This design comes from an exercise in tuning for a short achievable clock period and few clock cycles on the open sky130 flow, not from production work.
The RTL was checked by simulation tests, not by an equivalence proof against the original design.
Power and IR drop assume default switching activity.

## flow/config.mk

```make
export PLATFORM = sky130hd
export DESIGN_NAME = ARMLEG
export DESIGN_NICKNAME = ARMLEG
export VERILOG_FILES = /design/flow/design.v
export SDC_FILE = /design/flow/constraint.sdc
export NUM_CORES = 8
export LEC_CHECK = 0
export CAP_MARGIN = 20
export CORE_MARGIN = 2
export CORE_UTILIZATION = 30
export GPL_TIMING_DRIVEN = 1
export PLACE_DENSITY = 0.7
export SETUP_SLACK_MARGIN = 5
export SLEW_MARGIN = 20
export SYNTH_HIERARCHICAL = 1
```

## flow/constraint.sdc

```tcl
create_clock -name core_clock -period 8.0 [get_ports {CLOCK}]
set_input_delay 1.6000 -clock core_clock [delete_from_list [all_inputs] [get_ports {CLOCK}]]
set_output_delay 1.6000 -clock core_clock [all_outputs]
set_load 0.01 [all_outputs]
```

## flow/design.v

```verilog
module ALU (
	input [63:0] base,
	input [8:0] imm,
	output [63:0] addr
);
	wire [8:0] lp, lg;
	wire [8:0] a1, b1, a2, b2, a3, b3, c;
	genvar i;
	generate
		for (i = 0; i < 9; i = i + 1) begin : lo
			Xor2 cp (base[i], imm[i], lp[i]);
			And2 cg (base[i], imm[i], lg[i]);
			if (i >= 1) PreI c1 (lg[i], lp[i], lg[i-1], lp[i-1], a1[i], b1[i]);
			else begin assign a1[i] = ~lg[i]; assign b1[i] = ~lp[i]; end
			if (i >= 2) PreN c2 (a1[i], b1[i], a1[i-2], b1[i-2], a2[i], b2[i]);
			else begin assign a2[i] = ~a1[i]; assign b2[i] = ~b1[i]; end
			if (i >= 4) PreI c3 (a2[i], b2[i], a2[i-4], b2[i-4], a3[i], b3[i]);
			else begin assign a3[i] = ~a2[i]; assign b3[i] = ~b2[i]; end
			if (i >= 8) GenN c4 (a3[i], b3[i], a3[i-8], c[i]);
			else assign c[i] = ~a3[i];
		end
	endgenerate
	wire [8:0] lo_sum = lp ^ {c[7:0], 1'b0};
	wire c9 = c[8];
	wire [54:0] hi = base[63:9];
	wire [54:0] o0 = hi, z0 = ~hi;
	wire [54:0] o1, z1, o2, z2, o3, z3, o4, z4, o5, z5, o6, z6;
	generate
		for (i = 0; i < 55; i = i + 1) begin : pre
			if (i >= 1) begin AndI ao1 (o0[i], o0[i-1], o1[i]); AndI az1 (z0[i], z0[i-1], z1[i]); end
			else begin assign o1[i] = ~o0[i]; assign z1[i] = ~z0[i]; end
			if (i >= 2) begin AndN ao2 (o1[i], o1[i-2], o2[i]); AndN az2 (z1[i], z1[i-2], z2[i]); end
			else begin assign o2[i] = ~o1[i]; assign z2[i] = ~z1[i]; end
			if (i >= 4) begin AndI ao3 (o2[i], o2[i-4], o3[i]); AndI az3 (z2[i], z2[i-4], z3[i]); end
			else begin assign o3[i] = ~o2[i]; assign z3[i] = ~z2[i]; end
			if (i >= 8) begin AndN ao4 (o3[i], o3[i-8], o4[i]); AndN az4 (z3[i], z3[i-8], z4[i]); end
			else begin assign o4[i] = ~o3[i]; assign z4[i] = ~z3[i]; end
			if (i >= 16) begin AndI ao5 (o4[i], o4[i-16], o5[i]); AndI az5 (z4[i], z4[i-16], z5[i]); end
			else begin assign o5[i] = ~o4[i]; assign z5[i] = ~z4[i]; end
			if (i >= 32) begin AndN ao6 (o5[i], o5[i-32], o6[i]); AndN az6 (z5[i], z5[i-32], z6[i]); end
			else begin assign o6[i] = ~o5[i]; assign z6[i] = ~z5[i]; end
		end
	endgenerate
	wire [54:0] ones = {o6[53:0], 1'b1};
	wire [54:0] zeros = {z6[53:0], 1'b1};
	wire up = c9 & ~imm[8];
	wire down = ~c9 & imm[8];
	assign addr = {hi ^ (({55{up}} & ones) | ({55{down}} & zeros)), lo_sum};
endmodule
module ALUControl (
	input [63:0] a,
	input [63:0] b,       
	input cin,
	input add,
	input and_,
	input orr,
	output z
);
	wire [63:0] p = a ^ b;
	wire [63:0] g = a | b;
	wire [63:0] bad_add = {p[63:1] ^ g[62:0], p[0] ^ cin};
	wire nz_add, nz_and, nz_orr;
	SignExtend t_add (.v(bad_add), .nz(nz_add));
	SignExtend t_and (.v(a & b), .nz(nz_and));
	SignExtend t_orr (.v(g), .nz(nz_orr));
	assign z = (add & ~nz_add) | (and_ & ~nz_and) | (orr & ~nz_orr);
endmodule
module Adder (
	input [63:0] a,
	input [63:0] b,
	input cin,
	output [63:0] sum,
	output [63:0] sumn
);
	wire [63:0] p, g;
	genvar i;
	generate
		for (i = 0; i < 64; i = i + 1) begin : pg
			Xor2 cp (a[i], b[i], p[i]);
			And2 cg (a[i], b[i], g[i]);
		end
	endgenerate
	wire [63:0] g0 = {g[62:0], cin};
	wire [63:0] p0 = {p[62:0], 1'b0};
	wire [63:0] g1, p1, g2, p2, g3, p3, g4, p4, g5, p5, g6;
	generate
		for (i = 0; i < 64; i = i + 1) begin : l
			if (i >= 1) PreI c1 (g0[i], p0[i], g0[i-1], p0[i-1], g1[i], p1[i]);
			else begin assign g1[i] = ~g0[i]; assign p1[i] = ~p0[i]; end
			if (i >= 2) PreN c2 (g1[i], p1[i], g1[i-2], p1[i-2], g2[i], p2[i]);
			else begin assign g2[i] = ~g1[i]; assign p2[i] = ~p1[i]; end
			if (i >= 4) PreI c3 (g2[i], p2[i], g2[i-4], p2[i-4], g3[i], p3[i]);
			else begin assign g3[i] = ~g2[i]; assign p3[i] = ~p2[i]; end
			if (i >= 8) PreN c4 (g3[i], p3[i], g3[i-8], p3[i-8], g4[i], p4[i]);
			else begin assign g4[i] = ~g3[i]; assign p4[i] = ~p3[i]; end
			if (i >= 16) PreI c5 (g4[i], p4[i], g4[i-16], p4[i-16], g5[i], p5[i]);
			else begin assign g5[i] = ~g4[i]; assign p5[i] = ~p4[i]; end
			if (i >= 32) GenN c6 (g5[i], p5[i], g5[i-32], g6[i]);
			else assign g6[i] = ~g5[i];
		end
	endgenerate
	generate
		for (i = 0; i < 64; i = i + 1) begin : s
			Xor2 cs (p[i], g6[i], sum[i]);
			Xnor2 cn (p[i], g6[i], sumn[i]);
		end
	endgenerate
endmodule
module ControlUnit (
	input [31:0] inst,
	input [9:0] pc,
	input dwr,              
	input [4:0] d_rd,
	input d_zok,            
	input x_wr,
	input [4:0] x_rd,
	input w_wr,
	input [4:0] w_rd,
	input w_z,
	input [30:0] zf,
	output t0,
	output ta,
	output tb,
	output stall,
	output cbz_d,           
	output [9:0] q_t,
	output [9:0] q_nt,
	output [9:0] tgt_cbz
);
	wire isB = inst[31:26] == 6'b000101;
	wire isCBZ = inst[31:24] == 8'hB4;
	wire isLDST = (inst[31:23] == 9'b111110000) & ~inst[21];    
	wire [4:0] rn = inst[9:5];
	wire [4:0] rt = inst[4:0];
	wire rt31 = rt == 5'd31;
	wire xt = dwr & (d_rd == rt);
	wire wt = x_wr & (x_rd == rt);
	wire w2t = w_wr & (w_rd == rt);
	wire zrf = rt31 | zf[rt];
	wire e = rt31 | (~xt & ~wt & (w2t ? w_z : zrf));
	assign t0 = isB | (isCBZ & e);
	assign ta = isCBZ & xt & d_zok;
	assign tb = isCBZ & ~xt & wt;
	assign cbz_d = isCBZ & ~rt31 & xt & ~d_zok;
	assign stall = isLDST & dwr & (d_rd == rn);
	wire [9:0] tgtB, tgtC;
	ProgramCounter add_b (.a(pc), .b(inst[9:0]), .sum(tgtB));
	ProgramCounter add_c (.a(pc), .b(inst[14:5]), .sum(tgtC));
	wire [9:0] seq = pc + 10'd1;
	assign tgt_cbz = tgtC;
	assign q_t = stall ? pc : isB ? tgtB : tgtC;
	assign q_nt = stall ? pc : seq;
endmodule
module DataMemoryMUX (
	input [63:0] a,
	input [63:0] b,
	input add,            
	input sub,
	input and_,
	input orr,
	output z
);
	wire [63:0] p = a ^ b;
	wire [63:0] g = a | b;
	wire [63:0] bad_add = {p[63:1] ^ g[62:0], p[0]};
	wire nz_add, nz_sub, nz_and, nz_orr;
	SignExtend t_add (.v(bad_add), .nz(nz_add));
	SignExtend t_sub (.v(p), .nz(nz_sub));
	SignExtend t_and (.v(a & b), .nz(nz_and));
	SignExtend t_orr (.v(g), .nz(nz_orr));
	assign z = (add & ~nz_add) | (sub & ~nz_sub) | (and_ & ~nz_and) | (orr & ~nz_orr);
endmodule
module EXMEM (
	input CLOCK,
	input d,
	output reg q
);
	always @(posedge CLOCK)
		q <= d;
endmodule
module ForwardingUnitALUMuxA (
	input s0, input [63:0] d0,
	input s1, input [63:0] d1,
	input s2, input [63:0] d2,
	output [63:0] y
);
	wire [63:0] n0, n1, n2;
	genvar i;
	generate
		for (i = 0; i < 64; i = i + 1) begin : b
			AndI c0 (s0, d0[i], n0[i]);
			AndI c1 (s1, d1[i], n1[i]);
			AndI c2 (s2, d2[i], n2[i]);
			Nand3 o (n0[i], n1[i], n2[i], y[i]);
		end
	endgenerate
endmodule
module ForwardingUnitALUMuxB (
	input e0s, input [63:0] e0,
	input e1s, input [63:0] e1,
	input e2s, input [63:0] e2,
	input e3s, input [63:0] e3,
	input l0s, input [63:0] l0,
	input l1s, input [63:0] l1,
	output [63:0] y
);
	genvar i;
	generate
		for (i = 0; i < 64; i = i + 1) begin : b
			wire n0, n1, n2, n3, en, m0, m1;
			AndI c0 (e0s, e0[i], n0);
			AndI c1 (e1s, e1[i], n1);
			AndI c2 (e2s, e2[i], n2);
			AndI c3 (e3s, e3[i], n3);
			And4 ce (n0, n1, n2, n3, en);      
			AndI d0 (l0s, l0[i], m0);
			AndI d1 (l1s, l1[i], m1);
			Nand3 o (en, m0, m1, y[i]);
		end
	endgenerate
endmodule
module IFID (
	input CLOCK,
	input [9:0] d,
	output reg [9:0] q
);
	always @(posedge CLOCK)
		q <= d;
endmodule
module MEMWB (
	input CLOCK,
	input [63:0] d,
	output reg [63:0] q
);
	always @(posedge CLOCK)
		q <= d;
endmodule
module ProgramCounter (
	input [9:0] a,
	input [9:0] b,
	output [9:0] sum
);
	wire [9:0] p = a ^ b;
	wire [9:0] g = a & b;
	wire [9:0] g1, p1, g2, p2, g3, p3, c;
	genvar i;
	generate
		for (i = 0; i < 10; i = i + 1) begin : l
			if (i >= 1) PreI c1 (g[i], p[i], g[i-1], p[i-1], g1[i], p1[i]);
			else begin assign g1[i] = ~g[i]; assign p1[i] = ~p[i]; end
			if (i >= 2) PreN c2 (g1[i], p1[i], g1[i-2], p1[i-2], g2[i], p2[i]);
			else begin assign g2[i] = ~g1[i]; assign p2[i] = ~p1[i]; end
			if (i >= 4) PreI c3 (g2[i], p2[i], g2[i-4], p2[i-4], g3[i], p3[i]);
			else begin assign g3[i] = ~g2[i]; assign p3[i] = ~p2[i]; end
			if (i >= 8) GenN c4 (g3[i], p3[i], g3[i-8], c[i]);
			else assign c[i] = ~g3[i];
		end
	endgenerate
	assign sum = p ^ {c[8:0], 1'b0};
endmodule
module ProgramCounterMUX (
	input [9:0] q_t,
	input [9:0] q_nt,
	input [9:0] d_tgt,
	input t0,
	input ta,
	input tb,
	input r1,               
	input stall,
	input d_zv,
	input x_zalu,
	input x_isLD,
	input x_ldz,
	output [9:0] pc_next,
	output d_valid_next
);
	wire xz = x_zalu | (x_isLD & x_ldz);
	wire take = t0 | (ta & d_zv) | (tb & xz);
	wire red = r1 & xz;
	assign pc_next = red ? d_tgt : take ? q_t : q_nt;
	assign d_valid_next = ~red & ~stall;
endmodule
module RegisterModule (
	input [31*64-1:0] regs,
	input [4:0] sel,
	output [63:0] q
);
	wire [63:0] e [0:31];
	genvar i;
	generate
		for (i = 0; i < 31; i = i + 1) begin : ent
			assign e[i] = regs[i*64 +: 64];
		end
	endgenerate
	assign e[31] = 64'b0;
	wire [63:0] m1 [0:7];
	wire [63:0] m2 [0:1];
	generate
		for (i = 0; i < 8; i = i + 1) begin : l1
			assign m1[i] = sel[1] ? (sel[0] ? e[4*i+3] : e[4*i+2]) : (sel[0] ? e[4*i+1] : e[4*i]);
		end
		for (i = 0; i < 2; i = i + 1) begin : l2
			assign m2[i] = sel[3] ? (sel[2] ? m1[4*i+3] : m1[4*i+2]) : (sel[2] ? m1[4*i+1] : m1[4*i]);
		end
	endgenerate
	assign q = sel[4] ? m2[1] : m2[0];
endmodule
module PreI (input g1, input p1, input g0, input p0, output gn, output pn);
	assign gn = ~(g1 | (p1 & g0));
	assign pn = ~(p1 & p0);
endmodule
module PreN (input gn1, input pn1, input gn0, input pn0, output g, output p);
	assign g = ~(gn1 & (pn1 | gn0));
	assign p = ~(pn1 | pn0);
endmodule
module GenI (input g1, input p1, input g0, output gn);
	assign gn = ~(g1 | (p1 & g0));
endmodule
module GenN (input gn1, input pn1, input gn0, output g);
	assign g = ~(gn1 & (pn1 | gn0));
endmodule
module AndI (input a1, input a0, output yn);
	assign yn = ~(a1 & a0);
endmodule
module AndN (input an1, input an0, output y);
	assign y = ~(an1 | an0);
endmodule
module Nand3 (input a, input b, input c, output y);
	assign y = ~(a & b & c);
endmodule
module Xor2 (input a, input b, output y);
	assign y = a ^ b;
endmodule
module Xnor2 (input a, input b, output y);
	assign y = ~(a ^ b);
endmodule
module And2 (input a, input b, output y);
	assign y = a & b;
endmodule
module And4 (input a, input b, input c, input d, output y);
	assign y = a & b & c & d;
endmodule
module SignExtend (
	input [63:0] v,
	output nz
);
	wire [31:0] l1;
	wire [15:0] l2;
	wire [7:0] l3;
	wire [3:0] l4;
	wire [1:0] l5;
	genvar i;
	generate
		for (i = 0; i < 32; i = i + 1) begin : a
			AndN c (v[2*i], v[2*i+1], l1[i]);         
		end
		for (i = 0; i < 16; i = i + 1) begin : b
			AndI c (l1[2*i], l1[2*i+1], l2[i]);       
		end
		for (i = 0; i < 8; i = i + 1) begin : c
			AndN c (l2[2*i], l2[2*i+1], l3[i]);
		end
		for (i = 0; i < 4; i = i + 1) begin : d
			AndI c (l3[2*i], l3[2*i+1], l4[i]);
		end
		for (i = 0; i < 2; i = i + 1) begin : e
			AndN c (l4[2*i], l4[2*i+1], l5[i]);
		end
	endgenerate
	AndI f (l5[0], l5[1], nz);
endmodule
module ARMLEG (
	input CLOCK,
	input RESET,
	output [63:0] imem_addr,
	input [31:0] imem_data,
	output [63:0] dmem_addr,
	output [63:0] dmem_wdata,
	output dmem_we,
	output dmem_re,
	input [63:0] dmem_rdata
);
	integer i;
	reg [9:0] pc;
	reg d_valid;
	reg d_isLD, d_isST, d_add, d_sub, d_and, d_orr, d_cbz, d_wr;
	reg [4:0] d_rd;
	reg [63:0] d_vn, d_vb;          
	reg d_xa, d_wa, d_w2a, d_ra;    
	reg d_xb, d_wb, d_w2b, d_rb;    
	reg d_xa_add, d_xa_and, d_xa_orr, d_xa_ld;    
	reg d_xb_and, d_xb_orr, d_xb_ld, d_xb_addp, d_xb_addn;
	reg [8:0] d_imm;
	reg [9:0] d_tgt;
	reg d_zok;
	reg x_isLD, x_isST, x_add, x_and, x_orr, x_sub, x_wr;
	reg [4:0] x_rd;
	reg [63:0] x_a, x_bi, x_addr;     
	wire [63:0] x_wd;                 
	wire x_we, x_re;                  
	wire [9:0] pc_out;                
	reg w_wr, w2_wr;
	reg [4:0] w_rd, w2_rd;
	reg [63:0] w_res, w2_res;
	reg w_z;
	wire [63:0] w_data;    
	reg [30:0] w_we;       
	reg [63:0] rf [0:30];
	reg [30:0] zf;
	wire [63:0] x_sum, x_sumn;
	Adder alu_add (.a(x_a), .b(x_bi), .cin(x_sub), .sum(x_sum), .sumn(x_sumn));
	wire [63:0] x_andv = x_a & x_bi;
	wire [63:0] x_orv = x_a | x_bi;
	wire [63:0] x_out;
	ForwardingUnitALUMuxB mux_x (.e0s(x_isLD), .e0(dmem_rdata), .e1s(x_and), .e1(x_andv), .e2s(x_orr), .e2(x_orv),
		.e3s(1'b0), .e3(64'b0), .l0s(x_add), .l0(x_sum), .l1s(1'b0), .l1(64'b0), .y(x_out));
	wire x_zalu, rdata_nz;
	ALUControl zt_alu (.a(x_a), .b(x_bi), .cin(x_sub), .add(x_add), .and_(x_and), .orr(x_orr), .z(x_zalu));
	SignExtend zt_ld (.v(dmem_rdata), .nz(rdata_nz));
	wire x_ldz = ~rdata_nz;
	wire x_z = x_zalu | (x_isLD & x_ldz);
	assign dmem_addr = x_addr;
	assign dmem_wdata = x_wd;
	assign dmem_we = x_we;
	assign dmem_re = x_re;
	MEMWB w_copy (.CLOCK(CLOCK), .d(x_out), .q(w_data));
	wire [63:0] va, vb;
	ForwardingUnitALUMuxA mux_a (.s0(d_wa), .d0(w_res), .s1(d_w2a), .d1(w2_res), .s2(d_ra), .d2(d_vn), .y(va));
	ForwardingUnitALUMuxA mux_b (.s0(d_wb), .d0(w_res), .s1(d_w2b), .d1(w2_res), .s2(d_rb), .d2(d_vb), .y(vb));
	wire [63:0] sub64 = {64{d_sub}};
	wire [63:0] opa, opbi;
	ForwardingUnitALUMuxB mux_opa (.e0s(d_xa_and), .e0(x_andv), .e1s(d_xa_orr), .e1(x_orv), .e2s(d_xa_ld), .e2(dmem_rdata),
		.e3s(~d_xa), .e3(va), .l0s(d_xa_add), .l0(x_sum), .l1s(1'b0), .l1(64'b0), .y(opa));
	ForwardingUnitALUMuxB mux_opb (.e0s(d_xb_and), .e0(x_andv ^ sub64), .e1s(d_xb_orr), .e1(x_orv ^ sub64),
		.e2s(d_xb_ld), .e2(dmem_rdata ^ sub64), .e3s(~d_xb), .e3(vb ^ sub64),
		.l0s(d_xb_addp), .l0(x_sum), .l1s(d_xb_addn), .l1(x_sumn), .y(opbi));
	MEMWB wd_copy (.CLOCK(CLOCK), .d(opbi), .q(x_wd));    
	wire [63:0] addr, addr_w, addr_w2, addr_rf;
	ALU agu_w (.base(w_res), .imm(d_imm), .addr(addr_w));
	ALU agu_w2 (.base(w2_res), .imm(d_imm), .addr(addr_w2));
	ALU agu_rf (.base(d_vn), .imm(d_imm), .addr(addr_rf));
	ForwardingUnitALUMuxA mux_addr (.s0(d_wa), .d0(addr_w), .s1(d_w2a), .d1(addr_w2), .s2(d_ra), .d2(addr_rf), .y(addr));
	wire d_zv;
	DataMemoryMUX zt_d (.a(d_vn), .b(d_vb), .add(d_add & ~d_sub), .sub(d_sub), .and_(d_and), .orr(d_orr), .z(d_zv));
	assign imem_addr = {52'b0, pc_out, 2'b00};
	wire [31:0] inst = imem_data;
	wire [10:0] op11 = inst[31:21];
	wire f_isB   = inst[31:26] == 6'b000101;
	wire f_isCBZ = inst[31:24] == 8'hB4;
	wire f_isADD = op11 == 11'h458;
	wire f_isSUB = op11 == 11'h658;
	wire f_isAND = op11 == 11'h450;
	wire f_isORR = op11 == 11'h550;
	wire f_isLD  = op11 == 11'h7C2;
	wire f_isST  = op11 == 11'h7C0;
	wire f_isR   = f_isADD | f_isSUB | f_isAND | f_isORR;
	wire [4:0] f_rn = inst[9:5];
	wire [4:0] f_rm = inst[20:16];
	wire [4:0] f_rt = inst[4:0];
	wire [4:0] f_rb = inst[28] ? f_rt : f_rm;
	wire f_rt31 = f_rt == 5'd31;
	wire [31*64-1:0] rf_flat;
	genvar gi;
	generate
		for (gi = 0; gi < 31; gi = gi + 1) begin : rff
			assign rf_flat[gi*64 +: 64] = rf[gi];
		end
	endgenerate
	wire [63:0] f_vn, f_vb;
	RegisterModule rd_n (.regs(rf_flat), .sel(f_rn), .q(f_vn));
	RegisterModule rd_b (.regs(rf_flat), .sel(f_rb), .q(f_vb));
	wire dwr = d_valid & d_wr;
	wire f_xa = dwr & (d_rd == f_rn);
	wire f_wa = x_wr & (x_rd == f_rn);
	wire f_w2a = w_wr & (w_rd == f_rn);
	wire f_xb = dwr & (d_rd == f_rb);
	wire f_wb = x_wr & (x_rd == f_rb);
	wire f_w2b = w_wr & (w_rd == f_rb);
	wire c_t0, c_ta, c_tb, stall, f_cbzD;
	wire [9:0] q_t, q_nt, f_tgtC, pc_next;
	wire dv_next;
	ControlUnit fctl (.inst(inst), .pc(pc), .dwr(dwr), .d_rd(d_rd), .d_zok(d_zok),
		.x_wr(x_wr), .x_rd(x_rd), .w_wr(w_wr), .w_rd(w_rd), .w_z(w_z), .zf(zf),
		.t0(c_t0), .ta(c_ta), .tb(c_tb), .stall(stall), .cbz_d(f_cbzD),
		.q_t(q_t), .q_nt(q_nt), .tgt_cbz(f_tgtC));
	ProgramCounterMUX pc_mux (.q_t(q_t), .q_nt(q_nt), .d_tgt(d_tgt), .t0(c_t0), .ta(c_ta), .tb(c_tb),
		.r1(d_valid & d_cbz), .stall(stall), .d_zv(d_zv), .x_zalu(x_zalu), .x_isLD(x_isLD), .x_ldz(x_ldz),
		.pc_next(pc_next), .d_valid_next(dv_next));
	wire x_ld_next = ~RESET & d_valid & d_isLD;
	wire x_st_next = ~RESET & d_valid & d_isST;
	wire [9:0] pc_d = RESET ? 10'd0 : pc_next;
	EXMEM re_copy (.CLOCK(CLOCK), .d(x_ld_next), .q(x_re));
	EXMEM we_copy (.CLOCK(CLOCK), .d(x_st_next), .q(x_we));
	IFID pc_copy (.CLOCK(CLOCK), .d(pc_d), .q(pc_out));
	always @(posedge CLOCK) begin
		pc <= pc_d;
		d_valid <= ~RESET & dv_next;
		d_isLD <= f_isLD;
		d_isST <= f_isST;
		d_add <= f_isADD | f_isSUB;
		d_sub <= f_isSUB;
		d_and <= f_isAND;
		d_orr <= f_isORR;
		d_cbz <= f_cbzD;
		d_wr <= (f_isR | f_isLD) & ~f_rt31;
		d_rd <= f_rt;
		d_imm <= inst[20:12];
		d_tgt <= f_tgtC;
		d_vn <= f_vn;
		d_vb <= f_vb;
		d_xa <= f_xa;
		d_wa <= f_wa;
		d_w2a <= f_w2a & ~f_wa;
		d_ra <= ~f_wa & ~f_w2a;
		d_xb <= f_xb;
		d_zok <= (f_isR) & ~f_xa & ~f_wa & ~f_w2a & ~f_xb & ~f_wb & ~f_w2b;
		d_xa_add <= f_xa & d_add;
		d_xa_and <= f_xa & d_and;
		d_xa_orr <= f_xa & d_orr;
		d_xa_ld <= f_xa & d_isLD;
		d_xb_and <= f_xb & d_and;
		d_xb_orr <= f_xb & d_orr;
		d_xb_ld <= f_xb & d_isLD;
		d_xb_addp <= f_xb & d_add & ~f_isSUB;
		d_xb_addn <= f_xb & d_add & f_isSUB;
		d_wb <= f_wb;
		d_w2b <= f_w2b & ~f_wb;
		d_rb <= ~f_wb & ~f_w2b;
		x_isLD <= x_ld_next;
		x_isST <= x_st_next;
		if (RESET || !d_valid)
			x_wr <= 1'b0;
		else
			x_wr <= d_wr;
		x_add <= d_add;
		x_sub <= d_sub;
		x_and <= d_and;
		x_orr <= d_orr;
		x_rd <= d_rd;
		x_a <= opa;
		x_bi <= opbi;
		x_addr <= addr;
		w_wr <= ~RESET & x_wr;
		w_rd <= x_rd;
		w_res <= x_out;
		w_z <= x_z;
		w2_wr <= ~RESET & w_wr;
		w2_rd <= w_rd;
		w2_res <= w_res;
		for (i = 0; i < 31; i = i + 1)
			w_we[i] <= ~RESET & x_wr & (x_rd == i);
		for (i = 0; i < 31; i = i + 1)
			if (w_we[i]) begin
				rf[i] <= w_data;
				zf[i] <= w_z;
			end
	end
endmodule
```

## flow/flow/run.sh

```bash
#!/bin/bash
# Layout flow: the standard synthesis, unchanged, then the standard ORFS
# steps with two settings changed:
#  - ports are buffered with a plain buffer (by default the port buffering
#    picks a delay cell, which the footprint-bound sizing then mostly keeps);
#  - the resizer may swap a cell for one of the same function with another
#    footprint.
# Each step's output is kept in a log of its own here.
set -euo pipefail
bash standard.sh synth > synth.log 2>&1
bash standard.sh "BUFFER_PORTS_ARGS=-buffer_cell sky130_fd_sc_hd__buf_6" MATCH_CELL_FOOTPRINT=0 finish > layout.log 2>&1
```

## flow/standard.sh

```bash
#!/bin/bash
# synth_recipe.tcl (not shown) runs the flow's synth.tcl, then flattens the netlist and writes it again
# the make line also repeats each setting of config.mk as NAME=value (left out here)
make -C /OpenROAD-flow-scripts/flow DESIGN_CONFIG=/design/flow/config.mk WORK_HOME=/design/flow/orfs CLKGATE_MAP_FILE= SYNTH_SCRIPT=/design/flow/synth_recipe.tcl "${@:-finish}"
```

==> flow_results.xml, run 1 <==
<?xml version="1.0" encoding="UTF-8"?>
<metrics>
  <group name="yosys">
    <metric name="synth_area" unit="sq um">150000</metric>
    <metric name="post_synthesis_mean_instance_area" unit="sq um">10.5</metric>
    <metric name="synth_warnings" unit="">12</metric>
    <metric name="syn_inst" unit="">14200</metric>
  </group>
  <group name="power_and_ir_drop">
    <metric name="total_switching_power" unit="mW">12.7</metric>
    <metric name="worst_ir_drop_vdd" unit="mV">0.186</metric>
    <metric name="report.power.total" unit="mW">39.7</metric>
    <metric name="netSwitchingFraction" unit="%">32.1</metric>
    <metric name="power_frac_clock" unit="%">35.2</metric>
    <metric name="power_leakage" unit="nW">65.7</metric>
    <metric name="p_comb_share" unit="%">22.7</metric>
    <metric name="seq_power_share" unit="%">42.1</metric>
    <metric name="internal_power" unit="mW">26.9</metric>
    <metric name="p_per_area" unit="nW/um^2">220</metric>
  </group>
  <group name="die">
    <metric name="die_x" unit="um">711</metric>
    <metric name="die_y" unit="um">711</metric>
    <metric name="core_area" unit="sq um">497000</metric>
    <metric name="rows" unit="">259</metric>
    <metric name="floorplan.initialDensity" unit="%">30.1</metric>
    <metric name="top_level_ports" unit="">292</metric>
    <metric name="fp.dieArea" unit="sq um">505000</metric>
  </group>
  <group name="critical_path">
    <metric name="crit_type" unit="">register to register</metric>
    <metric name="crit-reg2reg-launch" unit="">d_imm[6]$_DFF_P_</metric>
    <metric name="critPathLaunch" unit="">d_imm[6]$_DFF_P_</metric>
    <metric name="worst_r2r_path_depth" unit="">14</metric>
    <metric name="critical-path-top-delay-family" unit="">compound AO/OA/AOI/OAI gates</metric>
    <metric name="cp_buf_inv_count" unit="">4</metric>
    <metric name="setup.worst_path.end_class" unit="">register</metric>
    <metric name="timing.critical_path.cells" unit="">buf_12 &gt; xor2_4 &gt; nand2_4 &gt; nor2_4 &gt; nand2_1 &gt; o21ai_4 &gt; buf_12 &gt; inv_1 &gt; ha_4 &gt; clkbuf_16 &gt; a22oi_1 &gt; xnor2_1 &gt; nand2_1 &gt; nand3_4</metric>
    <metric name="cp.arrival" unit="ns">4.04</metric>
    <metric name="startpoint_type_of_the_worst_setup_path" unit="">register</metric>
    <metric name="ff2ff_setup_slack" unit="ns">4.81</metric>
    <metric name="required" unit="ns">8.84</metric>
    <metric name="crit_fanout" unit="">17</metric>
    <metric name="regToRegEndpoint" unit="">x_addr[23]$_DFF_P_</metric>
    <metric name="crit_path_max_incr_delay" unit="ns">0.54</metric>
    <metric name="cpMaxStageDelayCell" unit="">a22oi_1</metric>
  </group>
  <group name="cells_and_area">
    <metric name="syn2layout_area_growth" unit="%">20.2</metric>
    <metric name="area_of_the_multi_input_gates" unit="sq um">74700</metric>
    <metric name="final-seq-area" unit="sq um">75500</metric>
    <metric name="final_area" unit="sq um">180000</metric>
    <metric name="fill_cells" unit="">48000</metric>
    <metric name="final_layout_size_suffix_gt1_share" unit="%">19.6</metric>
    <metric name="num-nets-final" unit="">15500</metric>
    <metric name="non_filler_cells_in_the_finished_layout" unit="">22000</metric>
  </group>
  <group name="drt">
    <metric name="drt_first_iter_violations" unit="">19400</metric>
    <metric name="routed-via-count" unit="">124000</metric>
    <metric name="drc_errors" unit="">0</metric>
    <metric name="drt_first_pass_iters" unit="">10</metric>
    <metric name="routed_via_density" unit="">5.66</metric>
    <metric name="avgRoutedWirePerCell" unit="um">29.7</metric>
    <metric name="totalWireLength" unit="um">652000</metric>
    <metric name="postRouteAntennaNets" unit="">0</metric>
  </group>
  <group name="timing">
    <metric name="worst_slew_margin_rel" unit="%">17.0</metric>
    <metric name="min_period" unit="ns">3.19</metric>
    <metric name="total_setup_violations_reported_at_the_end_of_the_flow" unit="">0</metric>
    <metric name="setup_total_negative_slack" unit="ns">0</metric>
    <metric name="worst-slew-pin-transition" unit="ns">1.25</metric>
    <metric name="fin_worst_skew" unit="ns">0.0847</metric>
    <metric name="report.final.hold_viol_count" unit="">0</metric>
    <metric name="fin_ws" unit="ns">4.81</metric>
    <metric name="finalMaxSlewViolations" unit="">0</metric>
    <metric name="grt_setup_unrepaired" unit="">yes</metric>
    <metric name="max_freq" unit="MHz">313</metric>
    <metric name="period_share" unit="%">39.9</metric>
  </group>
  <group name="clock_tree">
    <metric name="tritoncts_clock_tree" unit="">yes</metric>
    <metric name="clk-insertion-delay-late" unit="ns">1.01</metric>
    <metric name="post_cts_hold_buffers" unit="">0</metric>
    <metric name="cts.sink_count" unit="">2713</metric>
    <metric name="path_clk_slew" unit="ns">0.06</metric>
    <metric name="max-clock-path-buffers" unit="">4</metric>
    <metric name="number_of_levels_the_h_tree_was_split_into" unit="">5</metric>
    <metric name="cts_inserted_buffers" unit="">287</metric>
    <metric name="cts_root_buffer" unit="">clkbuf_16</metric>
  </group>
  <group name="global_route">
    <metric name="gr_ovfl_total" unit="">0</metric>
    <metric name="pin_count_of_the_biggest_net_entering_global_routing" unit="">104</metric>
    <metric name="grt_pass1_vias" unit="">117000</metric>
    <metric name="grt_use_total" unit="%">24.4</metric>
    <metric name="grt_pass1_wl" unit="um">883000</metric>
    <metric name="antenna_violations_before_repair" unit="">57</metric>
  </group>
  <group name="place">
    <metric name="dpl.cell_count" unit="">21100</metric>
    <metric name="numPortBuffers" unit="">237</metric>
    <metric name="dpl.hpwl" unit="um">412000</metric>
    <metric name="pre_cts_ws" unit="ns">2.67</metric>
    <metric name="place_congestion" unit="">1.06</metric>
    <metric name="dpl-instance-area" unit="sq um">161000</metric>
  </group>
  <group name="outcome">
    <metric name="run_status" unit="">timing/DRC/antenna clean</metric>
  </group>
  <group name="worst_hold_path">
    <metric name="holdCritStartpoint" unit="">w_res[63]$_DFF_P_</metric>
    <metric name="timing.hold.worst_path_depth" unit="">0</metric>
    <metric name="min-delay-path-class" unit="">register to register</metric>
    <metric name="hold_path_end" unit="">w2_res[63]$_DFF_P_</metric>
  </group>
  <group name="flow_run">
    <metric name="max-cap-violations" unit="">0</metric>
  </group>
</metrics>
per-stage QoR:
stage	utilization, %	hold slack (ns)
2_1_floorplan	-	0.331
3_3_place_gp	32.4	0.387
3_5_place_dp	32.4	0.387
4_1_cts	35.3	0.405
5_1_grt	36.2	0.416
6_report	36.2	0.408
what timing repair did:
item                       in CTS  in global routing
gates cloned                   56                 12
pin swaps                      39                133
setup endpoints to repair     532                410
gates resized for setup       756                653
buffers inserted               51                189
worst reg2reg max path: cells and delay by family (launching register included):
| family | cells | cell delay, ns |
|---|---|---|
| DFF | 1 | 0.47 |
| and+or+nand+nor | 5 | 0.62 |
| buffers and inverters | 4 | 0.60 |
| AOI/OAI and AO/OA | 2 | 0.72 |
| xor gates and xnor gates | 2 | 0.41 |
| adders and majority gates | 1 | 0.23 |
power groups by stage:
stage	Sequential [mW]	Clock [mW]	Combinational, mW
after floorplan	16.4	0	4.84
after global placement	16.8	0	7.37
after detailed placement	16.8	0	7.43
after CTS	16.6	13.9	8.02
after global routing	16.7	14.5	9.35
final	16.7	13.9	9.02
worst max path at each step:
| stage | cells after the start | endpoint | slack (ns) |
|---|---|---|---|
| 6_report | 14 | x_addr[23]$_DFF_P_ | 4.81 |
| 2_1_floorplan | 11 | pc[0]$_DFF_P_ | 4.54 |
| 4_1_cts | 17 | pc_copy.q[8]$_DFF_P_ | 4.86 |
| 5_1_grt | 14 | x_addr[23]$_DFF_P_ | 4.73 |
| 3_5_place_dp | 8 | d_vb[38]$_DFF_P_ | 2.67 |
| 3_3_place_gp | 8 | d_vb[38]$_DFF_P_ | 2.75 |
state kept, by name, indices dropped and copies added (netlist names), 5 cells and up:
register	count
rf	1984
d_vb	64
d_vn	64
w2_res	64
w_copy.q	64
w_res	64
wd_copy.q	64
x_a	64
x_addr	64
x_bi	64
w_we	31
zf	31
d_tgt	10
pc	10
pc_copy.q	10
d_imm	9
d_rd	5
w_rd	5
x_rd	5
metal layers:
metal	vias up	track usage, %	wire length, um
li1	51900	-	-
met1	60400	29.0	223000
met2	9587	37.0	279000
met3	2442	7.41	88500
met4	24	18.8	61500
met5	-	0	152
placed cells by master (no fill, tap or decap), types with 156 or more instances in the layout:
cell type     n
nand2_1    2956
nor2_1     1184
nor3_1      230
dfxtp_1     332
buf_6       256
a21oi_2     228
and2_1      160
clkbuf_16   326
mux2i_1    1402
and4_1      194
inv_1       809
dfxtp_4     210
mux4_2      259
dfxtp_2     156
o221ai_1    233
o21ai_2     157
buf_4       315
nand3_1     313
ha_1        243
xnor2_1     371
conb_1      438
o22ai_1     480
xor2_1      355
edfxtp_1   2015
area by class of cell:
class	instances	share of cell area, %
Tap cell	6655	4.63
Inverter	840	1.86
Clock inverter	138	0.883
Clock buffer	383	4.46
Antenna cell	21	0.0292
Multi-Input combinational cell	10500	41.5
Sequential cell	2713	41.9
Timing Repair Buffer	721	4.69
Timing Repair inverter	9	0.0480
Testbench counts, summed over its fixed seeds: cycles 121,605.
==> run 2: changes to the inputs <==
--- a/flow/config.mk
+++ b/flow/config.mk
@@ -9,7 +9,6 @@
 export CORE_MARGIN = 2
 export CORE_UTILIZATION = 30
 export GPL_TIMING_DRIVEN = 1
-export PLACE_DENSITY = 0.7
-export SETUP_SLACK_MARGIN = 5
+export SETUP_SLACK_MARGIN = 4.85
 export SLEW_MARGIN = 20
 export SYNTH_HIERARCHICAL = 1
==> flow_results.xml, run 2 <==
<?xml version="1.0" encoding="UTF-8"?>
<metrics>
  <group name="cells_and_area">
    <metric name="post-route-util" unit="%">35.6</metric>
    <metric name="largest_reg_flops" unit="">1984</metric>
    <metric name="num-nets-final" unit="">15300</metric>
    <metric name="layout.cells.most_common_list" unit="">nand2_1, edfxtp_1, mux2i_1, nor2_1, inv_1</metric>
    <metric name="area_of_the_multi_input_gates" unit="sq um">73300</metric>
    <metric name="final_layout_size_suffix_gt1_share" unit="%">17.3</metric>
    <metric name="final_common_cell" unit="">nand2_1</metric>
    <metric name="final-seq-area" unit="sq um">75100</metric>
    <metric name="syn2layout_area_growth" unit="%">18.1</metric>
    <metric name="fill_cells" unit="">49200</metric>
    <metric name="registers.top_by_ff_count" unit="">rf</metric>
    <metric name="non_filler_cells_in_the_finished_layout" unit="">21900</metric>
  </group>
  <group name="critical_path">
    <metric name="ff2ff_setup_slack" unit="ns">4.79</metric>
    <metric name="cpMaxStageDelayCell" unit="">or2_2</metric>
    <metric name="crit_path_max_incr_delay" unit="ns">0.66</metric>
    <metric name="required" unit="ns">8.86</metric>
    <metric name="cp_buf_inv_count" unit="">3</metric>
    <metric name="cp.depth" unit="">7</metric>
    <metric name="cp.arrival" unit="ns">4.14</metric>
    <metric name="timing.critical_path.cells" unit="">buf_6 &gt; mux2i_4 &gt; bufinv_16 &gt; buf_8 &gt; or2_2 &gt; or3_1 &gt; o211a_1</metric>
    <metric name="startpoint_type_of_the_worst_setup_path" unit="">primary input</metric>
    <metric name="worstSetupEndpoint" unit="">d_vb[51]$_DFF_P_</metric>
    <metric name="regToRegEndpoint" unit="">w_copy.q[25]$_DFF_P_</metric>
    <metric name="crit_type" unit="">primary input to register</metric>
    <metric name="crit-reg2reg-launch" unit="">x_bi[24]$_DFF_P_</metric>
    <metric name="critical-path-top-delay-family" unit="">simple AND/OR/NAND/NOR gates</metric>
    <metric name="setup.worst_path.end_class" unit="">register</metric>
    <metric name="critPathLaunch" unit="">imem_data[28]</metric>
    <metric name="crit_fanout" unit="">39</metric>
    <metric name="worst_r2r_path_depth" unit="">11</metric>
  </group>
  <group name="yosys">
    <metric name="syn_inst" unit="">14200</metric>
    <metric name="synth_area" unit="sq um">150000</metric>
    <metric name="synth_warnings" unit="">12</metric>
    <metric name="post_synthesis_mean_instance_area" unit="sq um">10.5</metric>
  </group>
  <group name="drt">
    <metric name="postRouteAntennaNets" unit="">0</metric>
    <metric name="avgRoutedWirePerCell" unit="um">30.9</metric>
    <metric name="totalWireLength" unit="um">677000</metric>
    <metric name="routed_via_density" unit="">5.55</metric>
    <metric name="drt_first_pass_iters" unit="">6</metric>
    <metric name="drt_first_iter_violations" unit="">16700</metric>
    <metric name="routed-via-count" unit="">121000</metric>
    <metric name="drc_errors" unit="">0</metric>
  </group>
  <group name="timing">
    <metric name="fin_worst_skew" unit="ns">0.107</metric>
    <metric name="worst_slew_margin_rel" unit="%">16.1</metric>
    <metric name="worst-slew-pin-transition" unit="ns">1.26</metric>
    <metric name="period_share" unit="%">41.1</metric>
    <metric name="finalMaxSlewViolations" unit="">0</metric>
    <metric name="max_freq" unit="MHz">304</metric>
    <metric name="min_period" unit="ns">3.29</metric>
    <metric name="report.final.hold_viol_count" unit="">0</metric>
    <metric name="grt_setup_unrepaired" unit="">yes</metric>
    <metric name="setup_total_negative_slack" unit="ns">0</metric>
    <metric name="total_setup_violations_reported_at_the_end_of_the_flow" unit="">0</metric>
  </group>
  <group name="global_route">
    <metric name="pin_count_of_the_biggest_net_entering_global_routing" unit="">111</metric>
    <metric name="gr_ovfl_total" unit="">0</metric>
    <metric name="grt_pass1_vias" unit="">115000</metric>
    <metric name="grt_use_total" unit="%">25.5</metric>
    <metric name="grt_pass1_wl" unit="um">910000</metric>
    <metric name="antenna_violations_before_repair" unit="">66</metric>
  </group>
  <group name="power_and_ir_drop">
    <metric name="worst_ir_drop_vdd" unit="mV">0.180</metric>
    <metric name="power_frac_clock" unit="%">36.1</metric>
    <metric name="power_leakage" unit="nW">64.6</metric>
    <metric name="p_comb_share" unit="%">21.7</metric>
    <metric name="p_per_area" unit="nW/um^2">225</metric>
    <metric name="seq_power_share" unit="%">42.2</metric>
    <metric name="internal_power" unit="mW">26.9</metric>
    <metric name="netSwitchingFraction" unit="%">32.4</metric>
    <metric name="total_switching_power" unit="mW">12.9</metric>
  </group>
  <group name="place">
    <metric name="dpl.hpwl" unit="um">438000</metric>
    <metric name="numPortBuffers" unit="">237</metric>
    <metric name="place_congestion" unit="">1.06</metric>
    <metric name="dpl.cell_count" unit="">21200</metric>
  </group>
  <group name="clock_tree">
    <metric name="cts_inserted_buffers" unit="">298</metric>
    <metric name="clk-insertion-delay-late" unit="ns">1.01</metric>
    <metric name="max-clock-path-buffers" unit="">4</metric>
    <metric name="cts_root_buffer" unit="">clkbuf_16</metric>
    <metric name="post_cts_hold_buffers" unit="">0</metric>
    <metric name="number_of_levels_the_h_tree_was_split_into" unit="">5</metric>
    <metric name="cts.sink_count" unit="">2713</metric>
    <metric name="tritoncts_clock_tree" unit="">yes</metric>
    <metric name="path_clk_slew" unit="ns">0.06</metric>
  </group>
  <group name="die">
    <metric name="fp.dieArea" unit="sq um">505000</metric>
    <metric name="die_x" unit="um">711</metric>
    <metric name="core_area" unit="sq um">497000</metric>
    <metric name="rows" unit="">259</metric>
    <metric name="die_y" unit="um">711</metric>
    <metric name="top_level_ports" unit="">292</metric>
    <metric name="floorplan.initialDensity" unit="%">30.1</metric>
  </group>
  <group name="worst_hold_path">
    <metric name="timing.hold.worst_path_depth" unit="">0</metric>
    <metric name="min-delay-path-class" unit="">register to register</metric>
  </group>
  <group name="flow_run">
    <metric name="max-cap-violations" unit="">0</metric>
  </group>
  <group name="outcome">
    <metric name="run_status" unit="">timing/DRC/antenna clean</metric>
  </group>
</metrics>
## run 2: changes by cell type in the layout (fill, tap and decap cells not counted), sizes merged
cell	delta
buf	-126
clkinvlp	-2
diode	+4
inv	+10
nand2b	+1
or2	+4
or3	-2
or3b	-2
## run 2: layout make-up
type                            instances  share of cell area [%]
Multi-Input combinational cell      10500                    41.4
Antenna cell                           25                  0.0354
Sequential cell                      2713                    42.5
Clock inverter                        147                   0.941
Timing Repair inverter                  8                  0.0453
Clock buffer                          395                    4.65
Tap cell                             6655                    4.71
Timing Repair Buffer                  583                    3.88
Inverter                              840                    1.87
## run 2: power groups by stage
stage	clock [mW]	sequential, mW	combinational [mW]
2_1_floorplan	0	16.4	4.84
3_3_place_gp	0	16.9	7.62
3_5_place_dp	0	16.9	7.64
4_1_cts	14.4	16.7	8.14
5_1_grt	14.9	16.8	8.97
6_report	14.3	16.8	8.62
## run 2: repair_timing
item                       4_1_cts  5_1_grt
buffers inserted                51       44
pin swaps                       26       19
setup endpoints to repair      475      278
gates resized for setup        587      339
gates cloned                    39       14
## run 2: worst register-to-register path: stages, from the launching register on
cell and delay [ns]:
dfxtp_2 0.35, xor2_1 0.16, buf_4 0.20, a21oi_2 0.47, o21ai_2 0.18, a21oi_2 0.25, o21ai_2 0.13, a21oi_4 0.43
inv_1 0.17, xor2_1 0.21, nand2_1 0.09, nand3_2 0.31
## run 2: routing by layer
layer	up-vias	track usage (%)	routed length, um
met2	7604	39.7	298000
li1	51700	-	-
met3	1706	6.03	74800
met1	60400	31.6	251000
met5	-	0	162
met4	26	16.3	52200
## run 2: stage by stage
stage                     instance area, sq um  setup WS [ns]  power (mW)  hold WS [ns]
final                                   177000           4.71        39.7         0.384
after global routing                    177000           4.75        40.7         0.394
after CTS                               175000           4.70        39.2         0.384
after detailed placement                161000           2.82        24.6         0.366
after global placement                  161000           2.82        24.6         0.368
after floorplan                         152000           4.54        21.2         0.331
## run 2: worst min-delay path by stage
stage	end	slack (ns)	startpoint
after floorplan	x_add$_DFF_P_	0.33	d_add$_DFF_P_
after global placement	x_add$_DFF_P_	0.37	d_add$_DFF_P_
after detailed placement	x_add$_DFF_P_	0.37	d_add$_DFF_P_
after CTS	x_add$_DFF_P_	0.38	d_add$_DFF_P_
after global routing	x_add$_DFF_P_	0.39	d_add$_DFF_P_
final	x_add$_DFF_P_	0.38	d_add$_DFF_P_
==> run 3: changes to the inputs <==
--- a/flow/config.mk
+++ b/flow/config.mk
@@ -8,7 +8,9 @@
 export CAP_MARGIN = 20
 export CORE_MARGIN = 2
 export CORE_UTILIZATION = 30
+export CTS_CLUSTER_DIAMETER = 80
+export CTS_CLUSTER_SIZE = 30
 export GPL_TIMING_DRIVEN = 1
-export SETUP_SLACK_MARGIN = 4.85
+export SETUP_SLACK_MARGIN = 5
 export SLEW_MARGIN = 20
 export SYNTH_HIERARCHICAL = 1
==> flow_results.xml, run 3 <==
<?xml version="1.0" encoding="UTF-8"?>
<metrics>
  <group name="outcome">
    <metric name="run_status" unit="">timing/DRC/antenna clean</metric>
  </group>
  <group name="timing">
    <metric name="finalMaxSlewViolations" unit="">0</metric>
    <metric name="total_setup_violations_reported_at_the_end_of_the_flow" unit="">0</metric>
    <metric name="report.final.hold_viol_count" unit="">0</metric>
    <metric name="worst-slew-pin-transition" unit="ns">1.31</metric>
    <metric name="max_freq" unit="MHz">321</metric>
    <metric name="period_share" unit="%">39.0</metric>
    <metric name="grt_setup_unrepaired" unit="">yes</metric>
    <metric name="fin_worst_skew" unit="ns">0.130</metric>
    <metric name="worst_slew_margin_rel" unit="%">12.9</metric>
    <metric name="setup_total_negative_slack" unit="ns">0</metric>
    <metric name="min_period" unit="ns">3.12</metric>
  </group>
  <group name="die">
    <metric name="rows" unit="">259</metric>
    <metric name="die_y" unit="um">711</metric>
    <metric name="floorplan.initialDensity" unit="%">30.1</metric>
    <metric name="die_x" unit="um">711</metric>
    <metric name="core_area" unit="sq um">497000</metric>
    <metric name="top_level_ports" unit="">292</metric>
    <metric name="fp.dieArea" unit="sq um">505000</metric>
  </group>
  <group name="cells_and_area">
    <metric name="non_filler_cells_in_the_finished_layout" unit="">21700</metric>
    <metric name="syn2layout_area_growth" unit="%">17.3</metric>
    <metric name="final_layout_size_suffix_gt1_share" unit="%">18.8</metric>
    <metric name="largest_reg_flops" unit="">1984</metric>
    <metric name="num-nets-final" unit="">15300</metric>
    <metric name="final_common_cell" unit="">nand2_1</metric>
    <metric name="layout.cells.most_common_list" unit="">nand2_1, edfxtp_1, mux2i_1, nor2_1, inv_1</metric>
    <metric name="registers.top_by_ff_count" unit="">rf</metric>
  </group>
  <group name="place">
    <metric name="dpl.cell_count" unit="">21200</metric>
    <metric name="place_congestion" unit="">1.06</metric>
    <metric name="numPortBuffers" unit="">237</metric>
    <metric name="dpl.hpwl" unit="um">438000</metric>
  </group>
  <group name="drt">
    <metric name="drc_errors" unit="">0</metric>
    <metric name="totalWireLength" unit="um">684000</metric>
    <metric name="routed_via_density" unit="">5.59</metric>
    <metric name="postRouteAntennaNets" unit="">0</metric>
    <metric name="drt_first_iter_violations" unit="">17100</metric>
    <metric name="drt_first_pass_iters" unit="">8</metric>
    <metric name="avgRoutedWirePerCell" unit="um">31.5</metric>
    <metric name="routed-via-count" unit="">121000</metric>
  </group>
  <group name="critical_path">
    <metric name="crit_type" unit="">primary input to register</metric>
    <metric name="cp.arrival" unit="ns">3.93</metric>
    <metric name="startpoint_type_of_the_worst_setup_path" unit="">primary input</metric>
    <metric name="crit_fanout" unit="">33</metric>
    <metric name="required" unit="ns">8.82</metric>
    <metric name="setup.worst_path.end_class" unit="">register</metric>
  </group>
  <group name="power_and_ir_drop">
    <metric name="p_per_area" unit="nW/um^2">201</metric>
    <metric name="power_leakage" unit="nW">63.4</metric>
    <metric name="worst_ir_drop_vdd" unit="mV">0.158</metric>
    <metric name="report.power.total" unit="mW">35.3</metric>
  </group>
  <group name="global_route">
    <metric name="met3_use_gr" unit="%">6.01</metric>
    <metric name="grt_use_total" unit="%">25.8</metric>
    <metric name="gr_ovfl_total" unit="">0</metric>
    <metric name="grt_busiest_layer" unit="">met2</metric>
    <metric name="antenna_violations_before_repair" unit="">68</metric>
    <metric name="grt_pass1_vias" unit="">114000</metric>
    <metric name="grt_pass1_wl" unit="um">918000</metric>
    <metric name="use_met2" unit="%">40.3</metric>
    <metric name="pin_count_of_the_biggest_net_entering_global_routing" unit="">111</metric>
    <metric name="globalRouteMet1Util" unit="%">31.9</metric>
  </group>
  <group name="clock_tree">
    <metric name="max-clock-path-buffers" unit="">4</metric>
    <metric name="cts.sink_count" unit="">2713</metric>
    <metric name="clk-insertion-delay-late" unit="ns">0.95</metric>
    <metric name="cts_inserted_buffers" unit="">149</metric>
    <metric name="number_of_levels_the_h_tree_was_split_into" unit="">4</metric>
    <metric name="tritoncts_clock_tree" unit="">yes</metric>
    <metric name="path_clk_slew" unit="ns">0.11</metric>
    <metric name="cts_root_buffer" unit="">clkbuf_16</metric>
  </group>
  <group name="worst_hold_path">
    <metric name="min-delay-path-class" unit="">register to register</metric>
  </group>
  <group name="yosys">
    <metric name="synth_area" unit="sq um">150000</metric>
    <metric name="post_synthesis_mean_instance_area" unit="sq um">10.5</metric>
    <metric name="synth_warnings" unit="">12</metric>
    <metric name="syn_inst" unit="">14200</metric>
  </group>
  <group name="flow_run">
    <metric name="max-cap-violations" unit="">0</metric>
  </group>
</metrics>
## run 3: cell count changes in the layout (fill, tap and decap cells not counted), moves of 28 or more
cell       previous run  this run
dfxtp_1             418       293
buf_12               52        84
ha_1                264       231
clkbuf_16           320       195
ha_4                 15        49
buf_4               209       271
inv_1               820       791
inv_2                 7        35
nor2_1             1211      1176
dfxtp_4             111       244
clkinv_2             45         6
clkbuf_8             39         4
## run 3: timing repair
action | CTS | global route
endpoints found under the setup margin | 548 | 374
buffers inserted | 112 | 80
endpoints found under the hold margin | 0 | 0
cloned | 61 | 11
hold buffers | 0 | 0
resized for setup | 1020 | 478
pin swaps | 60 | 131
## run 3: through the flow
step	worst slack (ns)	util [%]	hold WS, ns	area (sq um)
final	4.88	35.3	0.376	176000
after global placement	2.82	32.4	0.368	161000
after detailed placement	2.82	32.4	0.366	161000
after global routing	4.89	35.3	0.362	176000
after CTS	4.90	34.7	0.360	173000
after floorplan	4.54	-	0.331	152000
## run 3: layout make-up
type                       count  area, sq um
antenna                       32         80.1
clock buffer                 195         4120
clock inverter                69         1020
fill                       49200       322000
inverter                     840         3320
multi-input combinational  10500        74700
sequential                  2713        75600
tap                         6655         8330
timing repair buffer         697         8500
timing repair inverter         9         98.8
## run 3: worst max-delay path, cell delays in order
cell,delay [ns]
buf_8,0.15
mux2i_4,0.39
inv_6,0.26
nand2b_2,0.75
nor3_1,0.59
a211oi_2,0.10
## run 3: per-layer routing
metal	part of all wire [%]	up-vias
met4	8.0	28
met5	0.027	-
li1	-	51500
met3	11	1734
met1	37	60500
met2	44	7534
## run 3: final timing paths
kind / start / end / slack (ns) / depth (start not counted)
setup / recovery: imem_data[28] / d_vb[36]$_DFF_P_ / 4.88 / 6
setup reg to reg: x_bi[19]$_DFF_P_ / w_res[57]$_DFF_P_ / 4.94 / 12
hold reg to reg: d_add$_DFF_P_ / x_add$_DFF_P_ / 0.38 / 0
hold / removal: d_add$_DFF_P_ / x_add$_DFF_P_ / 0.38 / 0
## run 3: power by group
part           internal, mW  leakage [nW]  switching, mW
logic                  3.34          36.6           5.79
registers              15.6          24.3           1.14
clock network          4.05          2.45           5.32
total                  23.0          63.4           12.2
==> run 4: changes to the inputs <==
--- a/flow/config.mk
+++ b/flow/config.mk
@@ -7,9 +7,7 @@
 export LEC_CHECK = 0
 export CAP_MARGIN = 20
 export CORE_MARGIN = 2
-export CORE_UTILIZATION = 30
-export CTS_CLUSTER_DIAMETER = 80
-export CTS_CLUSTER_SIZE = 30
+export CORE_UTILIZATION = 25
 export GPL_TIMING_DRIVEN = 1
 export SETUP_SLACK_MARGIN = 5
 export SLEW_MARGIN = 20
==> flow_results.xml, run 4 <==
<?xml version="1.0" encoding="UTF-8"?>
<metrics>
  <group name="outcome">
    <metric name="run_status" unit="">timing/DRC/antenna clean</metric>
  </group>
  <group name="clock_tree">
    <metric name="post_cts_hold_buffers" unit="">0</metric>
    <metric name="tritoncts_clock_tree" unit="">yes</metric>
    <metric name="path_clk_slew" unit="ns">0.06</metric>
    <metric name="cts.sink_count" unit="">2713</metric>
    <metric name="clk-insertion-delay-late" unit="ns">0.98</metric>
    <metric name="max-clock-path-buffers" unit="">4</metric>
    <metric name="cts_root_buffer" unit="">clkbuf_16</metric>
    <metric name="number_of_levels_the_h_tree_was_split_into" unit="">5</metric>
    <metric name="cts_inserted_buffers" unit="">313</metric>
  </group>
  <group name="timing">
    <metric name="worst_slew_margin_rel" unit="%">12.3</metric>
    <metric name="finalMaxSlewViolations" unit="">0</metric>
    <metric name="finalHoldWorstSlack" unit="ns">0.345</metric>
    <metric name="worst-slew-pin-transition" unit="ns">1.32</metric>
    <metric name="period_share" unit="%">39.7</metric>
    <metric name="total_setup_violations_reported_at_the_end_of_the_flow" unit="">0</metric>
    <metric name="grt_setup_unrepaired" unit="">yes</metric>
    <metric name="setup_total_negative_slack" unit="ns">0</metric>
    <metric name="max_freq" unit="MHz">315</metric>
    <metric name="min_period" unit="ns">3.18</metric>
    <metric name="fin_worst_skew" unit="ns">0.0972</metric>
    <metric name="report.final.hold_viol_count" unit="">0</metric>
    <metric name="fin_ws" unit="ns">4.82</metric>
  </group>
  <group name="global_route">
    <metric name="grt_pass1_wl" unit="um">942000</metric>
    <metric name="globalRouteMet1Util" unit="%">26.8</metric>
    <metric name="pin_count_of_the_biggest_net_entering_global_routing" unit="">122</metric>
    <metric name="gr_ovfl_total" unit="">0</metric>
    <metric name="grt_pass1_vias" unit="">118000</metric>
    <metric name="grt_use_total" unit="%">22.0</metric>
    <metric name="grt_busiest_layer" unit="">met2</metric>
    <metric name="use_met2" unit="%">34.1</metric>
    <metric name="met3_use_gr" unit="%">5.57</metric>
    <metric name="antenna_violations_before_repair" unit="">39</metric>
  </group>
  <group name="worst_hold_path">
    <metric name="min-delay-path-class" unit="">register to register</metric>
    <metric name="hold_path_end" unit="">x_add$_DFF_P_</metric>
    <metric name="holdCritStartpoint" unit="">d_add$_DFF_P_</metric>
    <metric name="timing.hold.worst_path_depth" unit="">0</metric>
  </group>
  <group name="cells_and_area">
    <metric name="final-seq-area" unit="sq um">75600</metric>
    <metric name="post-route-util" unit="%">30.6</metric>
    <metric name="registers.top_by_ff_count" unit="">rf</metric>
    <metric name="num-nets-final" unit="">15500</metric>
    <metric name="final_layout_size_suffix_gt1_share" unit="%">20.4</metric>
    <metric name="final_common_cell" unit="">nand2_1</metric>
    <metric name="syn2layout_area_growth" unit="%">22.2</metric>
    <metric name="non_filler_cells_in_the_finished_layout" unit="">23500</metric>
    <metric name="area_of_the_multi_input_gates" unit="sq um">74500</metric>
    <metric name="fill_cells" unit="">60900</metric>
    <metric name="layout.cells.most_common_list" unit="">nand2_1, edfxtp_1, mux2i_1, nor2_1, inv_1</metric>
    <metric name="largest_reg_flops" unit="">1984</metric>
  </group>
  <group name="drt">
    <metric name="postRouteAntennaNets" unit="">0</metric>
    <metric name="totalWireLength" unit="um">707000</metric>
    <metric name="drc_errors" unit="">0</metric>
    <metric name="routed-via-count" unit="">124000</metric>
    <metric name="routed_via_density" unit="">5.29</metric>
    <metric name="drt_first_pass_iters" unit="">8</metric>
    <metric name="avgRoutedWirePerCell" unit="um">30.1</metric>
    <metric name="drt_first_iter_violations" unit="">17300</metric>
  </group>
  <group name="die">
    <metric name="fp.dieArea" unit="sq um">605000</metric>
    <metric name="rows" unit="">284</metric>
    <metric name="core_area" unit="sq um">598000</metric>
    <metric name="floorplan.initialDensity" unit="%">25.1</metric>
    <metric name="die_y" unit="um">778</metric>
    <metric name="die_x" unit="um">778</metric>
    <metric name="top_level_ports" unit="">292</metric>
  </group>
  <group name="yosys">
    <metric name="synth_area" unit="sq um">150000</metric>
    <metric name="post_synthesis_mean_instance_area" unit="sq um">10.5</metric>
    <metric name="syn_inst" unit="">14200</metric>
    <metric name="synth_warnings" unit="">12</metric>
  </group>
  <group name="power_and_ir_drop">
    <metric name="worst_ir_drop_vdd" unit="mV">0.181</metric>
    <metric name="p_per_area" unit="nW/um^2">223</metric>
    <metric name="power_leakage" unit="nW">66.3</metric>
  </group>
  <group name="place">
    <metric name="pre_cts_ws" unit="ns">2.56</metric>
    <metric name="dpl.cell_count" unit="">22500</metric>
    <metric name="dpl.hpwl" unit="um">442000</metric>
    <metric name="place_congestion" unit="">1.04</metric>
    <metric name="numPortBuffers" unit="">237</metric>
  </group>
  <group name="critical_path">
    <metric name="worst_r2r_path_depth" unit="">15</metric>
    <metric name="required" unit="ns">8.86</metric>
    <metric name="crit-reg2reg-launch" unit="">d_vn[32]$_DFF_P_</metric>
    <metric name="setup.worst_path.end_class" unit="">register</metric>
    <metric name="startpoint_type_of_the_worst_setup_path" unit="">register</metric>
    <metric name="cp.arrival" unit="ns">4.04</metric>
    <metric name="crit_type" unit="">register to register</metric>
    <metric name="regToRegEndpoint" unit="">pc[1]$_DFF_P_</metric>
    <metric name="crit_fanout" unit="">5</metric>
    <metric name="ff2ff_setup_slack" unit="ns">4.82</metric>
    <metric name="critPathLaunch" unit="">d_vn[32]$_DFF_P_</metric>
  </group>
  <group name="flow_run">
    <metric name="max-cap-violations" unit="">0</metric>
  </group>
</metrics>
==> run 4: critical path, cell delays in order (launching register included) <==
cell,delay (ns)
dfxtp_4,0.39
buf_4,0.15
ha_1,0.19
nor2_1,0.16
nand2_1,0.16
nor2_2,0.25
nand2_1,0.21
nor2_1,0.13
nand2_1,0.13
nand2b_1,0.21
o2111ai_4,0.20
a221oi_4,0.16
buf_6,0.18
mux2i_1,0.11
a21oi_1,0.19
nor2b_4,0.21
==> run 4: cell type report <==
cell class | instances | area share [%]
Sequential cell | 2713 | 41.3
Multi-Input combinational cell | 10500 | 40.7
Tap cell | 8008 | 5.47
Timing Repair Buffer | 783 | 4.89
Clock buffer | 408 | 4.61
Inverter | 840 | 1.82
Clock inverter | 173 | 1.13
Timing Repair inverter | 8 | 0.0424
Antenna cell | 27 | 0.0369
==> run 4: layer usage <==
layer  up-vias  routed length, um
met2      8323             308000
met4        12              58700
met3      2009              81500
met5         -                 83
met1     61700             259000
li1      52100                  -
==> run 4: timing repair <==
action,4_1_cts,5_1_grt
buffers inserted,148,132
hold endpoints to repair,0,0
cloned,56,18
endpoints found under the setup margin,597,372
pin swaps,84,92
resized for setup,1048,437
==> run 4: worst max-delay path by stage <==
stage,to,cells past startpoint,slack [ns]
after floorplan,pc[0]$_DFF_P_,11,4.54
after global placement,d_vn[4]$_DFF_P_,7,2.53
after detailed placement,d_vn[4]$_DFF_P_,7,2.56
after CTS,d_vn[4]$_DFF_P_,7,4.79
after global routing,pc[5]$_DFF_P_,17,4.80
final,pc[1]$_DFF_P_,15,4.82
==> run 4: power by group <==
group	switching, mW	total, mW	internal, mW	leakage [nW]
logic	5.77	9.10	3.34	36.9
clock network	6.37	14.9	8.54	5.09
registers	1.12	16.8	15.7	24.3
total	13.3	40.8	27.5	66.3
==> run 4: stage by stage <==
stage	instance area [sq um]	total power, mW
floorplan	152000	21.2
global placement	163000	24.5
detailed placement	163000	24.5
CTS	180000	40.0
global route	183000	41.7
finish	183000	40.8
==> run 5: changes to the inputs <==
--- a/flow/config.mk
+++ b/flow/config.mk
@@ -7,7 +7,8 @@
 export LEC_CHECK = 0
 export CAP_MARGIN = 20
 export CORE_MARGIN = 2
-export CORE_UTILIZATION = 25
+export CORE_UTILIZATION = 30
+export GPL_ROUTABILITY_DRIVEN = 0
 export GPL_TIMING_DRIVEN = 1
 export SETUP_SLACK_MARGIN = 5
 export SLEW_MARGIN = 20
==> flow_results.xml, run 5 <==
<?xml version="1.0" encoding="UTF-8"?>
<metrics>
  <group name="cells_and_area">
    <metric name="final_layout_size_suffix_gt1_share" unit="%">19.9</metric>
    <metric name="non_filler_cells_in_the_finished_layout" unit="">21900</metric>
    <metric name="syn2layout_area_growth" unit="%">20.4</metric>
  </group>
  <group name="global_route">
    <metric name="globalRouteMet1Util" unit="%">29.9</metric>
  </group>
  <group name="yosys">
    <metric name="synth_warnings" unit="">12</metric>
    <metric name="syn_inst" unit="">14200</metric>
    <metric name="post_synthesis_mean_instance_area" unit="sq um">10.5</metric>
  </group>
  <group name="drt">
    <metric name="drc_errors" unit="">0</metric>
    <metric name="routed-via-count" unit="">123000</metric>
    <metric name="drt_first_iter_violations" unit="">18200</metric>
    <metric name="totalWireLength" unit="um">662000</metric>
  </group>
  <group name="timing">
    <metric name="worst_slew_margin_rel" unit="%">15.5</metric>
    <metric name="finalHoldWorstSlack" unit="ns">0.330</metric>
    <metric name="report.final.hold_viol_count" unit="">0</metric>
    <metric name="worst-slew-pin-transition" unit="ns">1.27</metric>
    <metric name="finalMaxSlewViolations" unit="">0</metric>
    <metric name="min_period" unit="ns">3.23</metric>
  </group>
  <group name="critical_path">
    <metric name="regToRegEndpoint" unit="">wd_copy.q[49]$_DFF_P_</metric>
    <metric name="cp.depth" unit="">1</metric>
    <metric name="crit-reg2reg-launch" unit="">x_a[4]$_DFF_P_</metric>
    <metric name="crit_type" unit="">register to primary output</metric>
    <metric name="cpMaxStageDelayCell" unit="">dfxtp_4</metric>
    <metric name="crit_path_max_incr_delay" unit="ns">0.46</metric>
    <metric name="critPathLaunch" unit="">x_addr[39]$_DFF_P_</metric>
    <metric name="startpoint_type_of_the_worst_setup_path" unit="">register</metric>
    <metric name="crit_fanout" unit="">1</metric>
  </group>
  <group name="die">
    <metric name="top_level_ports" unit="">292</metric>
    <metric name="fp.dieArea" unit="sq um">505000</metric>
    <metric name="floorplan.initialDensity" unit="%">30.1</metric>
    <metric name="die_y" unit="um">711</metric>
    <metric name="core_area" unit="sq um">497000</metric>
    <metric name="die_x" unit="um">711</metric>
  </group>
  <group name="flow_run">
    <metric name="max-cap-violations" unit="">0</metric>
  </group>
  <group name="place">
    <metric name="dpl.hpwl" unit="um">398000</metric>
    <metric name="dpl.cell_count" unit="">21100</metric>
    <metric name="numPortBuffers" unit="">237</metric>
  </group>
  <group name="worst_hold_path">
    <metric name="hold_path_end" unit="">x_add$_DFF_P_</metric>
  </group>
  <group name="outcome">
    <metric name="run_status" unit="">timing/DRC/antenna clean</metric>
  </group>
  <group name="power_and_ir_drop">
    <metric name="worst_ir_drop_vdd" unit="mV">0.163</metric>
    <metric name="total_switching_power" unit="mW">12.8</metric>
    <metric name="report.power.total" unit="mW">39.8</metric>
    <metric name="power_frac_clock" unit="%">35.3</metric>
    <metric name="internal_power" unit="mW">27.0</metric>
    <metric name="seq_power_share" unit="%">42.2</metric>
    <metric name="power_leakage" unit="nW">65.6</metric>
    <metric name="netSwitchingFraction" unit="%">32.2</metric>
  </group>
  <group name="clock_tree">
    <metric name="max-clock-path-buffers" unit="">4</metric>
    <metric name="cts_inserted_buffers" unit="">289</metric>
    <metric name="path_clk_slew" unit="ns">0.08</metric>
  </group>
</metrics>
==> run 5: power by group through the flow <==
| stage | combinational, mW | clock [mW] | sequential [mW] |
|---|---|---|---|
| after floorplan | 4.84 | 0 | 16.4 |
| after global placement | 7.34 | 0 | 16.9 |
| after detailed placement | 7.38 | 0 | 16.9 |
| after CTS | 8.07 | 14.1 | 16.7 |
| after global routing | 9.29 | 14.6 | 16.8 |
| final | 8.96 | 14.0 | 16.8 |
==> run 5: what timing repair did <==
item,CTS,global route
setup buffers,88,113
gates cloned,53,26
pin swaps,105,121
resized for setup,1085,441
setup endpoints to repair,596,378
==> run 5: stage by stage <==
| step | setup slack, ns | area [sq um] | util, % |
|---|---|---|---|
| detailed placement | 2.79 | 161000 | 32.4 |
| global route | 4.80 | 180000 | 36.2 |
| global placement | 2.80 | 161000 | 32.4 |
| floorplan | 4.54 | 152000 | - |
| CTS | 4.79 | 176000 | 35.5 |
| finish | 4.77 | 180000 | 36.3 |
==> run 5: worst max-delay path by stage <==
stage | endpoint | slack (ns)
3_5_place_dp | d_vb[42]$_DFF_P_ | 2.79
6_report | dmem_addr[39] | 4.77
4_1_cts | dmem_addr[39] | 4.79
3_3_place_gp | d_vb[42]$_DFF_P_ | 2.80
2_1_floorplan | pc[0]$_DFF_P_ | 4.54
5_1_grt | dmem_addr[39] | 4.80
==> run 5: cell type report <==
type,count,area (sq um),area share [%]
antenna,23,57.6,0.0319
clock buffer,386,8010,4.44
clock inverter,137,1620,0.896
inverter,840,3360,1.86
multi-input combinational,10500,75000,41.6
sequential,2713,75600,41.9
tap,6655,8330,4.62
timing repair buffer,680,8230,4.56
timing repair inverter,9,93.8,0.0520
==> run 5: routing by layer <==
| metal | wire [um] | vias up | share of wire [%] |
|---|---|---|---|
| met5 | 156 | - | 0.024 |
| li1 | - | 51800 | - |
| met2 | 283000 | 8820 | 43 |
| met4 | 58200 | 22 | 8.8 |
| met1 | 234000 | 60200 | 35 |
| met3 | 86300 | 2281 | 13 |

## re-timing with driven ports
In the flow no input, the clock included, has a driving cell. The finished layouts below were timed again as built, in two steps.
Step 1 sets driving cells, clkbuf_16 on the clock port and buf_2 on the other inputs (assumed; they add their load-dependent delay and slew).
Step 2 also shifts input and output timing later by t, the mid clock arrival at the registers, as if the neighbouring blocks saw the same clock.
Three values: ideal ports, drivers, drivers and shift; two values: the first two.
run	shift t [ns]	setup WS [ns]	hold WS [ns]	worst data-port slew with drivers (ns)	cell pins on the clock port's net
run 1	1.076	4.806 / 4.747 / 3.701	0.408 / 0.408 / 0.408	0.34	1
run 2	1.070	4.713 / 4.714 / 3.645	0.384 / 0.384 / 0.384	0.31	1
run 3	1.002	4.882 / 4.842 / 3.870	0.376 / 0.376 / 0.376	0.32	1
run 4	1.062	4.822 / 4.765 / 3.736	0.345 / 0.345 / 0.345	0.36	1
run 5	1.082	4.774 / 4.674 / 3.817	0.330 / 0.330 / 0.330	0.26	1
After both steps setup and hold are still met in every run listed. The setup slack of run 1, which loses most, moves by -0.059 ns with the drivers and by -1.105 ns with both steps.
